What follows belongs to an exercise in optimizing a design on an open flow for small area; a production flow would make more cautious choices. The RTL was checked by simulation tests, not by an equivalence proof against the original design.

==> inputs of run a <==
==> flow/design.v (excerpt) <==
module dsp_top #(
  parameter DATA_WIDTH = 16,
  parameter COEF_WIDTH = 16,
  parameter MAX_TAPS   = 8,
  parameter IIR_SECTIONS = 2,
  parameter FFT_N      = 8
)(
  input  logic clk,
  input  logic rst_n,
  input  logic [1:0] mode,
  input  logic signed [DATA_WIDTH-1:0] din_real,
  input  logic signed [DATA_WIDTH-1:0] din_imag,
  input  logic                         din_valid,
  output logic                         din_ready,
  output logic signed [DATA_WIDTH-1:0] dout_real,
  output logic signed [DATA_WIDTH-1:0] dout_imag,
  output logic                         dout_valid,
  input  logic                         fir_coeff_wr_en,
  input  logic [$clog2(MAX_TAPS)-1:0]  fir_coeff_index,
  input  logic signed [COEF_WIDTH-1:0] fir_coeff_value,
  input  logic                         iir_coeff_wr_en,
  input  logic [$clog2(IIR_SECTIONS)-1:0] iir_section_index,
  input  logic [2:0]                   iir_coeff_sel,
  input  logic signed [COEF_WIDTH-1:0] iir_coeff_value,
  input  logic start,
  output logic done
);
Settings: LEC_CHECK=0, CAP_MARGIN=10, CORE_MARGIN=2, CORE_UTILIZATION=60, CTS_BUF_LIST=sky130_fd_sc_hd__clkbuf_16, CTS_CLUSTER_DIAMETER=100, CTS_CLUSTER_SIZE=24, SLEW_MARGIN=10, SYNTH_HIERARCHICAL=1; clock period 26.0 ns.
run.sh (not shown) runs the stock make flow with config.mk's settings and CLKGATE_MAP_FILE= SYNTH_SCRIPT=/design/flow/synth_recipe.tcl, a recipe that flattens the netlist after the stock synthesis.
==> inputs of run b, as changes to run a <==
--- a/flow/config.mk
+++ b/flow/config.mk
@@ -7,3 +7,3 @@
 export LEC_CHECK = 0
-export CAP_MARGIN = 10
+export CAP_MARGIN = 20
 export CORE_MARGIN = 2
@@ -13,3 +13,3 @@
 export CTS_CLUSTER_SIZE = 24
-export SLEW_MARGIN = 10
+export SLEW_MARGIN = 20
 export SYNTH_HIERARCHICAL = 1
==> run summary <==
|  | run b | run a |
|---|---|---|
| Global-route wire length before repair | 507500 µm | 506800 µm |
| TritonRoute pass-1 iters | 9 | 8 |
| Cell count after placement | 8880 | 8879 |
| Number of filler cells placed in the layout | 10.80k | 10.83k |
| Hold EP | fi[7][10] | fr[3][4] |
| Status | no timing/DRC/antenna violations | no timing/DRC/antenna violations |
| Reg-to-reg setup timing slack | 7770 ps | 7220 ps |
| Cell area after layout | 91140 µm² | 91080 µm² |
| Smallest hold slack | 415.9 ps | 422.4 ps |
| Slew HR | 11.37% | 4.283% |
| Post-DP HPWL | 295700 µm | 295400 µm |

========
==> 10-05 <==
dsp_top, a different RTL version from the one above (not shown whole).
Settings: LEC_CHECK=0, CAP_MARGIN=10, CELL_PAD_IN_SITES_DETAIL_PLACEMENT=2, CELL_PAD_IN_SITES_GLOBAL_PLACEMENT=2, CORE_MARGIN=2, CORE_UTILIZATION=30, CTS_BUF_LIST=sky130_fd_sc_hd__clkbuf_16, CTS_CLUSTER_DIAMETER=100, CTS_CLUSTER_SIZE=24, SLEW_MARGIN=10, SYNTH_HIERARCHICAL=1; clock period 26.0 ns.
==> 11-17 (differences from 10-05) <==
==> flow/config.mk (replaced) <==
export PLATFORM = sky130hd
export DESIGN_NAME = dsp_top
export DESIGN_NICKNAME = dsp_top
export VERILOG_FILES = /design/flow/design.v
export SDC_FILE = /design/flow/constraint.sdc
export NUM_CORES = 4
export LEC_CHECK = 0
export CAP_MARGIN = 5
export CELL_PAD_IN_SITES_DETAIL_PLACEMENT = 1
export CELL_PAD_IN_SITES_GLOBAL_PLACEMENT = 1
export CORE_MARGIN = 2
export CORE_UTILIZATION = 45
export CTS_BUF_LIST = sky130_fd_sc_hd__clkbuf_16
export CTS_CLUSTER_DIAMETER = 100
export CTS_CLUSTER_SIZE = 28
export SLEW_MARGIN = 5
export SYNTH_HIERARCHICAL = 1
==> 04-10 (differences from 10-05) <==
--- a/flow/config.mk
+++ b/flow/config.mk
@@ -8,6 +8,6 @@
 export CAP_MARGIN = 10
-export CELL_PAD_IN_SITES_DETAIL_PLACEMENT = 2
-export CELL_PAD_IN_SITES_GLOBAL_PLACEMENT = 2
+export CELL_PAD_IN_SITES_DETAIL_PLACEMENT = 1
+export CELL_PAD_IN_SITES_GLOBAL_PLACEMENT = 1
 export CORE_MARGIN = 2
-export CORE_UTILIZATION = 30
+export CORE_UTILIZATION = 45
 export CTS_BUF_LIST = sky130_fd_sc_hd__clkbuf_16
==> comparison table <==
metric                                                          04-10                    11-17                    10-05
Result of the run                             complete, no violations  complete, no violations  complete, no violations
Crit Reg-Reg Startpoint                                        cnt[0]                   cnt[0]                       f1
Multi-input gate share of total cell area                      62.42%                   62.45%                   61.08%
Critical Path Start                                           mode[0]                  mode[0]                  mode[1]
GRT Resource Usage Total                                       46.67%                   46.67%                   33.16%
Fill cells                                                      18260                    18250                    28410
Maximum fanout count along the critical path                       38                       38                       52
Met2 wire len                                                178.0 mm                 178.3 mm                 197.1 mm
Register-to-register setup slack                              5.98 ns                  6.04 ns                  4.95 ns
DR WL met3                                                   64.83 mm                 65.05 mm                 54.10 mm
Relative slew slack                                            11.95%                   12.70%                   5.783%
Via count of the first global-routing pass                      72630                    72620                    72580
Area of the core region                                    180900 µm²               180900 µm²               272900 µm²
Number of antenna cells inserted                                   21                       13                       13
Vertical die dimension                                       431.0 µm                 431.0 µm                 527.0 µm

-- what the ideal ports hide --
How much do the figures lean on ideal ports? The routed layouts below were timed once more, with nothing changed but the port constraints.
Step 1 (the two cells are an assumption about what drives the block):
set clk [get_ports {clk}]
set_driving_cell -lib_cell sky130_fd_sc_hd__clkbuf_16 $clk
set_driving_cell -lib_cell sky130_fd_sc_hd__buf_2 [delete_from_list [all_inputs] $clk]
Step 2 times the ports against the registers' clock, not the clock port: input delays grow and output delays shrink by t, the midpoint of the rising clock arrivals with the driver on.
Slacks: ideal / step 1 / step 2; pairs: ideal / step 1.
run	shift t [ns]	setup WS [ns]	worst setup path at the end	cell pins on the clock port's net
run a	0.777	2.267 / 2.321 / 1.544	input to register	1
run b	0.778	2.824 / 2.877 / 2.099	input to register	1
10-05	0.859	0.615 / 0.690 / -0.169	input to register	1
11-17	0.802	1.336 / 1.385 / 0.583	input to register	1
04-10	0.807	1.309 / 1.355 / 0.548	input to register	1
With both steps, setup timing fails in 10-05, where it was met with ideal ports. The setup slack of 10-05, which loses most, moves by +0.075 ns with the drivers and by -0.784 ns with both steps.
